Background: an optimization exercise with open tools, aiming at small area, a short achievable clock period and few clock cycles per item. Do not read the settings as production practice.
The RTL was checked by simulation tests, not by an equivalence proof against the original design.
Power is estimated from default activity; no workload was simulated.

==> run X <==
## vmicro16_core
module vmicro16_core # (
    parameter DATA_WIDTH = 16,
    parameter CORE_ID    = 0
) (
    input         clk,
    input         reset,
    output [7:0]  dbug,
    output        halt,
    input  [7:0]   ints,
    input  [127:0] ints_data,
    output [7:0]   ints_ack,
    output reg [22:0] w_PADDR,
    output reg        w_PWRITE,
    output reg        w_PSELx,
    output reg        w_PENABLE,
    output reg [15:0] w_PWDATA,
    input      [15:0] w_PRDATA,
    input             w_PREADY,
    output [22:0] w2_PADDR,
    output        w2_PWRITE,
    output        w2_PSELx,
    output        w2_PENABLE,
    output [15:0] w2_PWDATA,
    input  [15:0] w2_PRDATA,
    input         w2_PREADY
);
    reg  [15:0] regs [0:7];
    reg  [3:0]  flags;               
    reg  [15:0] tim0 [0:63];         
    reg  [15:0] intv [0:7];          
    reg  [7:0]  intm;                
    reg         freq;                
    reg  [11:0] faddr;               
    reg  [11:0] npc;                 
    reg         fdrop;               
    reg  [15:0] ir, sb;              
    reg         iv, sv;
    reg  [15:0] ex;                  
    reg         ev;
    reg  [15:0] opA, opB;            
    reg         pl;                  
    reg  [2:0]  pl_rd;               
    reg         mph;                 
    reg  [15:0] ms, mc;              
    reg  [7:0]  mhs, mhc;
    reg  [5:0]  prevb;               
    assign w2_PADDR   = {11'd0, faddr};
    assign w2_PSELx   = freq;
    assign w2_PENABLE = freq;
    assign w2_PWRITE  = 1'b0;
    assign w2_PWDATA  = 16'd0;
    assign ints_ack   = 8'd0;
    function cond_ok(input [3:0] f, input [7:0] c);
        reg n, z, v;
        begin
            n = f[3]; z = f[2]; v = f[0];
            case (c)
                8'd0:    cond_ok = 1'b1;
                8'd1:    cond_ok = z;
                8'd2:    cond_ok = ~z;
                8'd3:    cond_ok = ~z & (n == v);
                8'd4:    cond_ok = (z == n);
  ...
clock: 10.0 ns
lec_check: 0
cap_margin: 20
core_margin: 2
core_utilization: 60
setup_slack_margin: 5
slew_margin: 20
run.sh (not shown) runs the stock make flow with config.mk's settings and CLKGATE_MAP_FILE= SYNTH_SCRIPT=/design/flow/synth_recipe.tcl, a recipe that flattens the netlist after the stock synthesis.
==> run D: changes against run X <==
CORE_UTILIZATION = 40   (was 60)
==> notes.md <==
- Flip-flop and latch count is the same in run D and run X.
- Synthesized cell count is the same in run X and run D.
- Sequential share of layout area: run X is higher than run D (0.56 points).
- Against run D, the global-route usage of run X is higher by 12 points.
Testbench counts of run X, summed over its fixed seeds: cycles 6,322, items 5,575.
Testbench counts of run D, summed over its fixed seeds: cycles 6,322, items 5,575.

==> run Z: inputs <==
vmicro16_core, a different RTL version from the one above (not shown whole).
clock: 10.0 ns
lec_check: 0
cap_margin: 20
core_margin: 2
core_utilization: 45
place_density: 0.8
setup_slack_margin: 5
slew_margin: 20
tns_end_percent: 5
standard.sh (not shown) runs the stock make flow with config.mk's settings and CLKGATE_MAP_FILE= SYNTH_SCRIPT=/design/flow/synth_recipe.tcl, a recipe that flattens the netlist after the stock synthesis.
==> flow/flow/run.sh <==
#!/bin/bash
# The standard layout, with the timing repair aiming further below the clock
# period than config.mk's settings allow, and port buffers of a plain buffer
# cell instead of the slow delay buffer that buffer_ports picks by default.
set -euo pipefail
bash standard.sh SETUP_SLACK_MARGIN=7 \
    "BUFFER_PORTS_ARGS=-buffer_cell sky130_fd_sc_hd__buf_4" finish > standard.log 2>&1
==> run A (differences from run Z) <==
--- a/flow/design.v
+++ b/flow/design.v
@@ -109,14 +109,15 @@
                 lw | lwex | swex,                                
                 sw | swex,                                       
                 lw | sw | lwex | swex,                           
                 (o == 5'b00000) & in[0],                         
                 swex, lwex, mult, setc, cmp, br, ars, aru, mvi, mv, bt, sw, lw};
         end
     endfunction
+    wire [4:0] op   = ex[15:11];
     wire [2:0] rd   = ex[10:8];
     wire [4:0] s5   = ex[4:0];
     wire [7:0] imm8 = ex[7:0];
     wire op_lw    = ec[0];
     wire op_sw    = ec[1];
     wire op_bit   = ec[2];
     wire op_mov   = ec[3];
@@ -248,17 +249,16 @@
     wire hz       = pl & ((rd == pl_rd) |
                           ((ex[7:5] == pl_rd) & uses_ra));
     wire stall     = is_halt | hz |
                      (is_mem & apb_en & busy) | (pl_done & has_we);
     wire e_go      = ev & ~stall;
     wire issue_bus = e_go & is_mem & apb_en;
     wire redirect  = e_go & op_br & ~ex_res & cond_ok(flags, imm8);
-    reg  halt_r;
-    assign halt = halt_r;
-    assign dbug = {7'd0, halt_r};
+    assign halt = ev & is_halt & ~busy;
+    assign dbug = {7'd0, halt};
     wire [15:0] e_wdata = is_ld ? loc_rd : alu_res;
     wire        wp_en   = (e_go & has_we) | pl_done;
     wire [2:0]  wp_idx  = pl_done ? pl_rd : rd;
     wire [15:0] wp_data = pl_done ? ld_data : e_wdata;
     wire        loc_we  = e_go & is_st;
     reg reset_q;
     always @(posedge clk)
@@ -382,22 +382,14 @@
     wire        d_res    = d_br & d_tgt_ok & ~d_done & ~redirect;
     wire        d_redir  = d_res & cond_ok(flags, ir[7:0]);
     always @(posedge clk)
         if (reset)
             ev <= 1'b0;
         else if (e_free)
             ev <= d_go;
-    wire ev_nx   = e_free ? d_go : ev;
-    wire hlt_nx  = d_go ? d_dec[13] : is_halt;
-    wire psel_nx = issue_bus | (w_PSELx & ~bus_done);
-    always @(posedge clk)
-        if (reset)
-            halt_r <= 1'b0;
-        else
-            halt_r <= ev_nx & hlt_nx & ~psel_nx;
     always @(posedge clk) begin
         if (d_go)
             ex <= ir;
         if (d_go)
             ec <= d_dec;
         if (d_go) begin
             e_sub  <= d_dec[19];
==> flow/flow/run.sh (replaced) <==
#!/bin/bash
# The standard layout, with the timing repair aiming further below the clock
# period than config.mk's settings allow, and port buffers of a plain buffer
# cell instead of the slow delay buffer that buffer_ports picks by default.
set -euo pipefail
bash standard.sh SETUP_SLACK_MARGIN=7.5 \
    "BUFFER_PORTS_ARGS=-buffer_cell sky130_fd_sc_hd__buf_4" finish > standard.log 2>&1
==> flow/config.mk (replaced) <==
export PLATFORM = sky130hd
export DESIGN_NAME = vmicro16_core
export DESIGN_NICKNAME = vmicro16_core
export VERILOG_FILES = /design/flow/design.v
export SDC_FILE = /design/flow/constraint.sdc
export NUM_CORES = 4
export LEC_CHECK = 0
export CAP_MARGIN = 20
export CORE_MARGIN = 2
export CORE_UTILIZATION = 40
export PLACE_DENSITY = 0.7
export SETUP_SLACK_MARGIN = 5
export SLEW_MARGIN = 20
export TNS_END_PERCENT = 5
==> run H (differences from run Z) <==
==> flow/config.mk (replaced) <==
export PLATFORM = sky130hd
export DESIGN_NAME = vmicro16_core
export DESIGN_NICKNAME = vmicro16_core
export VERILOG_FILES = /design/flow/design.v
export SDC_FILE = /design/flow/constraint.sdc
export NUM_CORES = 4
export LEC_CHECK = 0
export CAP_MARGIN = 20
export CORE_MARGIN = 2
export CORE_UTILIZATION = 40
export PLACE_DENSITY = 0.7
export SETUP_SLACK_MARGIN = 5
export SLEW_MARGIN = 20
export TNS_END_PERCENT = 5
==> notes.md <==
The lowest via count belongs to run A, the highest to run Z. Between run Z and run A, the lower setup slack is in run Z (gap 0.60 ns). The highest final cell count belongs to run H, the lowest to run Z. Of run Z and run A, run A has the higher area after synthesis (gap about 0.6%, measured against run A). The highest critical path depth belongs to run H, the lowest to run Z. Global-route usage, highest first: run Z, run H, run A. Die area, highest first: run A, run H, run Z. Sequential share of layout area, highest first: run A, run Z, run H. Of run A and run H, run A has the higher clock-buffer cell count (gap 1).
==> figures <==
	run A	run Z	run H
Status	no timing/DRC/antenna violations	no timing/DRC/antenna violations	no timing/DRC/antenna violations
Clk pwr share	33.5%	40.1%	39.6%
NetSw	5.30 mW	4.20 mW	4.02 mW
Leakage power figure	31.5 nW	31.9 nW	32.2 nW
Wire length of the first global-routing pass	366,000 um	396,000 um	365,000 um
Synth Instances	5,200	5,187	5,187
Sequential share of power	44.4%	48.0%	48.9%
Area of the die	0.198 mm2	0.175 mm2	0.197 mm2
Slew @ Worst Pin	1.14 ns	1.22 ns	1.22 ns
Sequential area share after synthesis	63.5%	63.9%	63.9%
Die W	445 um	418 um	443 um
Vias/cell	6.38	7.04	6.32
Critical path data arrival time	4.60 ns	5.24 ns	4.79 ns
Simple-gate area share of the yosys netlist	7.40%	7.31%	7.31%
Sequential cell area	0.0493 mm2	0.0494 mm2	0.0494 mm2
CTS clock-pin slew for the worst setup and hold paths	0.07 ns	0.08 ns	0.06 ns
Met3 wire len	33,500 um	46,700 um	34,200 um
Fin nets	5,996	6,058	6,128
Critical path destination	ms[15]	opA[10]	eaddr[15]
Critical hold path startpoint	ec[11]	eaddr[6]	eaddr[10]
Testbench counts of run Z, summed over its fixed seeds: cycles 5,964, items 5,575.
Testbench counts of run A, summed over its fixed seeds: cycles 5,964, items 5,575.
Testbench counts of run H, summed over its fixed seeds: cycles 5,964, items 5,575.

==> run a <==
vmicro16_core, a different RTL version from the one above (not shown whole).
export LEC_CHECK = 0
export CAP_MARGIN = 20
export CORE_MARGIN = 2
export CORE_UTILIZATION = 40
export SETUP_SLACK_MARGIN = 5
export SLEW_MARGIN = 20
export TNS_END_PERCENT = 5
create_clock -name core_clock -period 10.0 [get_ports {clk}]
==> flow/flow/run.sh <==
#!/bin/bash
# The standard layout, with the timing repair aiming further below the clock
# period than config.mk's settings allow.
set -euo pipefail
bash standard.sh SETUP_SLACK_MARGIN=7 finish > standard.log 2>&1
==> inputs of run b, as changes to run a <==
--- a/flow/design.v
+++ b/flow/design.v
@@ -236,18 +236,18 @@
     integer w;
     always @(*) begin
         tim0_rd = 16'd0;
         for (w = 0; w < 16; w = w + 1)
             tim0_rd = tim0_rd | (tim0[4 * w + e_rlo] & {16{e_rhi1h[w]}});
     end
     wire [15:0] loc_rd = tim0_en ? tim0_rd :
                          sreg_en ? sr_val :
-                         intv_en ? intv[addr[2:0]] :
-                                   {8'd0, intm};
+                         intv_en ? (op_swex ? sD : intv[addr[2:0]]) :
+                                   {8'd0, op_swex ? sD[7:0] : intm};
     wire busy     = w_PSELx;
     wire bus_done = w_PSELx & w_PENABLE & w_PREADY;
     wire pl_done  = ld_rdy;              
     wire hz       = pl & ((rd == pl_rd) |
                           ((ex[7:5] == pl_rd) & uses_ra));
     wire stall     = is_halt | hz |
                      (is_mem & apb_en & busy) | (pl_done & has_we);
     wire e_go      = ev & ~stall;
==> flow/flow/run.sh (replaced) <==
#!/bin/bash
# The standard layout, with the timing repair aiming further below the clock
# period than config.mk's settings allow, and port buffers of a plain buffer
# cell instead of the slow delay buffer that buffer_ports picks by default.
set -euo pipefail
bash standard.sh SETUP_SLACK_MARGIN=7 \
    "BUFFER_PORTS_ARGS=-buffer_cell sky130_fd_sc_hd__buf_4" finish > standard.log 2>&1
==> flow/config.mk (replaced) <==
export PLATFORM = sky130hd
export DESIGN_NAME = vmicro16_core
export DESIGN_NICKNAME = vmicro16_core
export VERILOG_FILES = /design/flow/design.v
export SDC_FILE = /design/flow/constraint.sdc
export NUM_CORES = 4
export LEC_CHECK = 0
export CAP_MARGIN = 20
export CORE_MARGIN = 2
export CORE_UTILIZATION = 50
export PLACE_DENSITY = 0.7
export SETUP_SLACK_MARGIN = 5
export SLEW_MARGIN = 20
export TNS_END_PERCENT = 5
==> inputs of run c, as changes to run a <==
--- a/flow/design.v
+++ b/flow/design.v
@@ -33,38 +33,38 @@
     reg  [11:0] faddr;               
     reg  [11:0] rtgt;                
     reg         rpend;
     reg         fdrop;               
     reg  [15:0] ir, sb;              
     reg         iv, sv;
     reg         ir_res, sb_res;      
     reg  [7:0]  ir_rd1h, ir_ra1h;    
-    reg  [7:0]  ir_mrd1h, ir_mra1h;  
     reg  [15:0] ex;                  
     reg  [21:0] ec;                  
     reg         ex_res;              
     reg         dres;                
     reg         ev;
     reg  [15:0] opA, opB;            
-    wire [15:0] mA, mB;              
+    reg  [15:0] mA, mB;              
     reg  [15:0] lA, lB;              
     reg  [15:0] sD;                  
     reg         pl;                  
     reg  [2:0]  pl_rd;               
     reg         ld_rdy;              
     reg  [15:0] ld_data;
+    reg         mph;                 
     reg  [15:0] ms, mc;              
     reg  [7:0]  mhs, mhc;
     reg  [5:0]  prevb;               
     reg  [15:0] eaddr;               
     reg         e_sub;               
     reg  [15:0] opX;                 
-    reg  [1:0]  e_rlo;               
-    reg  [15:0] e_rhi1h;             
+    reg  [4:0]  e_reg;               
+    reg  [5:0]  e_rda6;              
     assign w2_PADDR   = {11'd0, faddr};
     assign w2_PSELx   = freq;
     assign w2_PENABLE = freq;
     assign w2_PWRITE  = 1'b0;
     assign w2_PWDATA  = 16'd0;
     assign ints_ack   = 8'd0;
     function cond_ok(input [3:0] f, input [7:0] c);
         reg n, z, v;
@@ -194,16 +194,22 @@
     wire [7:0] ch2s = ch0s ^ ch0c ^ ch1s;
     wire [7:0] ch2c = ((ch0s & ch0c) | (ch0s & ch1s) | (ch0c & ch1s)) << 1;
     wire [7:0] ch3s = ch1c ^ pp14 ^ pp15;
     wire [7:0] ch3c = ((ch1c & pp14) | (ch1c & pp15) | (pp14 & pp15)) << 1;
     wire [7:0] ch4s = ch2s ^ ch2c ^ ch3s;
     wire [7:0] ch4c = ((ch2s & ch2c) | (ch2s & ch3s) | (ch2c & ch3s)) << 1;
     wire [7:0] ch5s = ch4s ^ ch4c ^ ch3c;
     wire [7:0] ch5c = ((ch4s & ch4c) | (ch4s & ch3c) | (ch4c & ch3c)) << 1;
+    always @(posedge clk) begin
+        ms  <= cl5s;
+        mc  <= cl5c;
+        mhs <= ch5s;
+        mhc <= ch5c;
+    end
     wire [15:0] m2a = {mhs, 8'd0};
     wire [15:0] m2b = {mhc, 8'd0};
     wire [15:0] m3s = ms ^ mc ^ m2a;
     wire [15:0] m3c = ((ms & mc) | (ms & m2a) | (mc & m2a)) << 1;
     wire [15:0] m4s = m3s ^ m3c ^ m2b;
     wire [15:0] m4c = ((m3s & m3c) | (m3s & m2b) | (m3c & m2b)) << 1;
     wire [15:0] mul_res;
     vmicro16_add16 mul_add (.a(m4s), .b(m4c), .ci(1'b0), .s(mul_res), .co());
@@ -213,47 +219,47 @@
         if (op_bit)                    alu_res = bit_res;
         if (op_mov)                    alu_res = B;
         if (op_movi)                   alu_res = {8'd0, imm8};
         if (ar_res)                    alu_res = ar_sum;
         if (op_setc)                   alu_res = {15'd0, cond_ok(flags, B[7:0])};
         if (op_mult)                   alu_res = mul_res;
     end
     wire [15:0] addr    = eaddr;
-    wire        tim0_en = ~addr[12] & ~addr[9] & ~addr[7];
-    wire        sreg_en = addr[7] & ~addr[5] & ~addr[4];
-    wire        intv_en = addr[8] & ~addr[3];
-    wire        intm_en = addr[8] & addr[3];
-    wire        apb_en  = ~(tim0_en | sreg_en | intv_en | intm_en);
+    wire        tim0_en = e_reg[0];
+    wire        sreg_en = e_reg[1];
+    wire        intv_en = e_reg[2];
+    wire        intm_en = e_reg[3];
+    wire        apb_en  = e_reg[4];
     reg  [15:0] sr_val;
     always @(*)
         case (addr[2:0])
             3'd0:    sr_val = CORE_ID;
             3'd1:    sr_val = 16'd32;
             3'd2:    sr_val = 16'd4096;
             3'd3:    sr_val = 16'd9;
             default: sr_val = 16'd0;
         endcase
     reg  [15:0] tim0_rd;
     integer w;
     always @(*) begin
         tim0_rd = 16'd0;
-        for (w = 0; w < 16; w = w + 1)
-            tim0_rd = tim0_rd | (tim0[4 * w + e_rlo] & {16{e_rhi1h[w]}});
+        for (w = 0; w < 64; w = w + 1)
+            tim0_rd = tim0_rd | (tim0[w] & {16{e_rda6 == w}});
     end
     wire [15:0] loc_rd = tim0_en ? tim0_rd :
                          sreg_en ? sr_val :
                          intv_en ? intv[addr[2:0]] :
                                    {8'd0, intm};
     wire busy     = w_PSELx;
     wire bus_done = w_PSELx & w_PENABLE & w_PREADY;
     wire pl_done  = ld_rdy;              
     wire hz       = pl & ((rd == pl_rd) |
                           ((ex[7:5] == pl_rd) & uses_ra));
-    wire stall     = is_halt | hz |
+    wire stall     = is_halt | (op_mult & ~mph) | hz |
                      (is_mem & apb_en & busy) | (pl_done & has_we);
     wire e_go      = ev & ~stall;
     wire issue_bus = e_go & is_mem & apb_en;
     wire redirect  = e_go & op_br & ~ex_res & cond_ok(flags, imm8);
     assign halt = ev & is_halt & ~busy;
     assign dbug = {7'd0, halt};
     wire [15:0] e_wdata = is_ld ? loc_rd : alu_res;
     wire        wp_en   = (e_go & has_we) | pl_done;
@@ -287,17 +293,19 @@
             intm <= sD[7:0];
     end
     always @(posedge clk)
         if (reset) begin
             w_PSELx   <= 1'b0;
             w_PENABLE <= 1'b0;
             pl        <= 1'b0;
             ld_rdy    <= 1'b0;
+            mph       <= 1'b0;
         end else begin
+            mph <= ev & op_mult & ~e_go & ~hz;
             if (issue_bus) begin
                 w_PSELx   <= 1'b1;
                 w_PENABLE <= 1'b0;
             end else if (bus_done) begin
                 w_PSELx   <= 1'b0;
                 w_PENABLE <= 1'b0;
             end else if (w_PSELx)
                 w_PENABLE <= 1'b1;
@@ -343,41 +351,25 @@
                            ((e_wr_ra & ~op_movi) | (d_ld_ra & ~ld_rdy));
     wire [15:0] d_base   = e_wr_ra ? {8'd0, imm8} :
                            d_ld_ra ? ld_data : rf_B;
     wire [15:0] d_addr, d_basei;
     vmicro16_add16 addr_add (.a(d_base), .b({{11{ir[4]}}, ir[4:0]}), .ci(1'b0),
                              .s(d_addr), .co());
     vmicro16_add16 imm_add (.a(d_base), .b({12'd0, ir[3:0]}), .ci(1'b0),
                             .s(d_basei), .co());
+    wire        d_tim0   = ~d_addr[12] & ~d_addr[9] & ~d_addr[7];
+    wire        d_sreg   = d_addr[7] & ~d_addr[5] & ~d_addr[4];
+    wire        d_intv   = d_addr[8] & ~d_addr[3];
+    wire        d_intm   = d_addr[8] & d_addr[3];
+    wire        d_apb    = ~(d_tim0 | d_sreg | d_intv | d_intm);
     wire [5:0]  d_prevb  = ev ? e_prevb : prevb;
     wire [5:0]  d_rda6   = d_dec[12] ? d_prevb + {ir[4], ir[4:0]} : d_addr[5:0];
     wire        d_mult = (ir[15:11] == 5'b01011);
-    wire        d_mulstall = d_mult &
-                    ((ev & has_we & ((rd == d_rd) | (rd == d_ra))) |
-                     (pl & ((pl_rd == d_rd) | (pl_rd == d_ra))));
-    reg  [15:0] rm_A, rm_B;
-    always @(*) begin
-        rm_A = 16'd0;
-        rm_B = 16'd0;
-        for (r = 0; r < 8; r = r + 1) begin
-            rm_A = rm_A | (regs[r] & {16{ir_mrd1h[r]}});
-            rm_B = rm_B | (regs[r] & {16{ir_mra1h[r]}});
-        end
-    end
-    assign mA = rm_A;
-    assign mB = rm_B;
-    wire        d_go   = iv & e_free & ~redirect & ~d_mstall & ~d_mulstall;
-    always @(posedge clk)
-        if (d_go & d_mult) begin
-            ms  <= cl5s;
-            mc  <= cl5c;
-            mhs <= ch5s;
-            mhc <= ch5c;
-        end
+    wire        d_go   = iv & e_free & ~redirect & ~d_mstall;
     wire        d_br     = iv & (ir[15:11] == 5'b01000);
     wire        e_wr_rd  = ev & has_we & (rd == d_rd);
     wire        d_tgt_ok = ~(ev & op_cmp) & ~(pl & (pl_rd == d_rd)) &
                            (~e_wr_rd | op_movi);
     wire [11:0] d_tgt    = e_wr_rd ? {4'd0, imm8} : rf_A[11:0];
     wire        d_done   = dres | ir_res;
     wire        d_res    = d_br & d_tgt_ok & ~d_done & ~redirect;
     wire        d_redir  = d_res & cond_ok(flags, ir[7:0]);
@@ -390,25 +382,34 @@
         if (d_go)
             ex <= ir;
         if (d_go)
             ec <= d_dec;
         if (d_go) begin
             e_sub  <= d_dec[19];
             opX    <= d_dec[21] ? d_basei : d_B;
             eaddr  <= d_addr;
-            e_rlo   <= d_rda6[1:0];
-            e_rhi1h <= 16'd1 << d_rda6[5:2];
+            e_reg  <= {d_apb, d_intm, d_intv, d_sreg, d_tim0};
+            e_rda6 <= d_rda6;
         end
         if (d_go)
             ex_res <= d_done | d_res;
         if (d_go)
             opA <= d_A;
         else if (pl_done & (rd == pl_rd))
             opA <= ld_data;
+        if (d_go & d_mult) begin
+            mA <= d_A;
+            mB <= d_B;
+        end else if (pl_done & op_mult) begin
+            if (rd == pl_rd)
+                mA <= ld_data;
+            if (ex[7:5] == pl_rd)
+                mB <= ld_data;
+        end
         if (d_go & d_dec[2]) begin
             lA <= d_A;
             lB <= d_B;
         end else if (pl_done & op_bit) begin
             if (rd == pl_rd)
                 lA <= ld_data;
             if (ex[7:5] == pl_rd)
                 lB <= ld_data;
@@ -481,27 +482,21 @@
         end
     always @(posedge clk) begin
         if (ir_free) begin
             if (sv) begin
                 ir     <= sb;
                 ir_res <= sb_res;
                 ir_rd1h <= 8'd1 << sb[10:8];
                 ir_ra1h <= 8'd1 << sb[7:5];
-                ir_mrd1h <= (sb[15:11] == 5'b01011) ? 8'd1 << sb[10:8] : 8'd0;
-                ir_mra1h <= (sb[15:11] == 5'b01011) ? 8'd1 << sb[7:5] : 8'd0;
             end else begin
                 ir     <= w2_PRDATA;
                 ir_res <= f_res;
                 ir_rd1h <= 8'd1 << w2_PRDATA[10:8];
                 ir_ra1h <= 8'd1 << w2_PRDATA[7:5];
-                ir_mrd1h <= (w2_PRDATA[15:11] == 5'b01011) ?
-                            8'd1 << w2_PRDATA[10:8] : 8'd0;
-                ir_mra1h <= (w2_PRDATA[15:11] == 5'b01011) ?
-                            8'd1 << w2_PRDATA[7:5] : 8'd0;
             end
         end
         if (fin & (ir_free ? sv : ~sv)) begin
             sb     <= w2_PRDATA;
             sb_res <= f_res;
         end
     end
 endmodule
==> flow/config.mk (replaced) <==
export PLATFORM = sky130hd
export DESIGN_NAME = vmicro16_core
export DESIGN_NICKNAME = vmicro16_core
export VERILOG_FILES = /design/flow/design.v
export SDC_FILE = /design/flow/constraint.sdc
export NUM_CORES = 4
export LEC_CHECK = 0
export CAP_MARGIN = 20
export CORE_MARGIN = 2
export CORE_UTILIZATION = 40
export CTS_BUF_LIST = sky130_fd_sc_hd__clkbuf_8
export SETUP_SLACK_MARGIN = 5
export SLEW_MARGIN = 20
export TNS_END_PERCENT = 5
==> summary of the runs <==
Run a passed the timing, design-rule and antenna checks. Run b completed with no timing, DRC or antenna violations. Run c produced a clean layout.
Area after synthesis, lowest first: run c, run a, run b.
Between run c and run a, the lower final cell count is in run a (gap 5.5%, measured against run a).
Sequential share of layout area: run b > run c > run a.
Via count: run c > run b > run a.
The lowest first-iteration DRC count belongs to run a, the highest to run c.
Against run c, the flip-flop and latch count of run a is lower by 8.
In run c the die area is smaller than in run a, by about 2.5%.
Combinational power: run a < run c < run b.
Testbench counts of run a, summed over its fixed seeds: cycles 5,964, items 5,575.
Testbench counts of run b, summed over its fixed seeds: cycles 5,964, items 5,575.
Testbench counts of run c, summed over its fixed seeds: cycles 6,091, items 5,575.

-- afterwards: timing with drivers on the ports --
Ports are ideal in the flow. The routed layouts listed here were re-timed in OpenROAD.
Step 1: set_driving_cell puts a clkbuf_16 on clk and a buf_2 on each other input, an assumption about the parent block.
Step 2 times the ports against the registers' clock, not the clock port: input delays grow and output delays shrink by t, the midpoint of the rising clock arrivals with the driver on.
a / b / c = no drivers / after step 1 / after step 2; a / b = the first two.
| run | shift t [ns] | setup WS [ns] | cell pins on the clock port's net |
|---|---|---|---|
| run X | 0.874 | 4.825 / 4.847 / 3.973 | 1 |
| run D | 0.908 | 4.998 / 4.990 / 4.134 | 1 |
| run Z of note 2 | 0.911 | 5.300 / 5.300 / 5.300 | 1 |
| run A of note 2 | 0.897 | 5.905 / 5.905 / 5.471 | 1 |
| run H of note 2 | 0.917 | 5.764 / 5.764 / 5.440 | 1 |
| run a of note 3 | 0.940 | 5.805 / 5.805 / 5.267 | 1 |
| run b of note 3 | 0.893 | 5.868 / 5.868 / 5.629 | 1 |
| run c of note 3 | 1.143 | 5.575 / 5.575 / 5.553 | 1 |
After both steps setup and hold are still met in every run listed. The setup slack of run D, which loses most, moves by -0.008 ns with the drivers and by -0.864 ns with both steps.
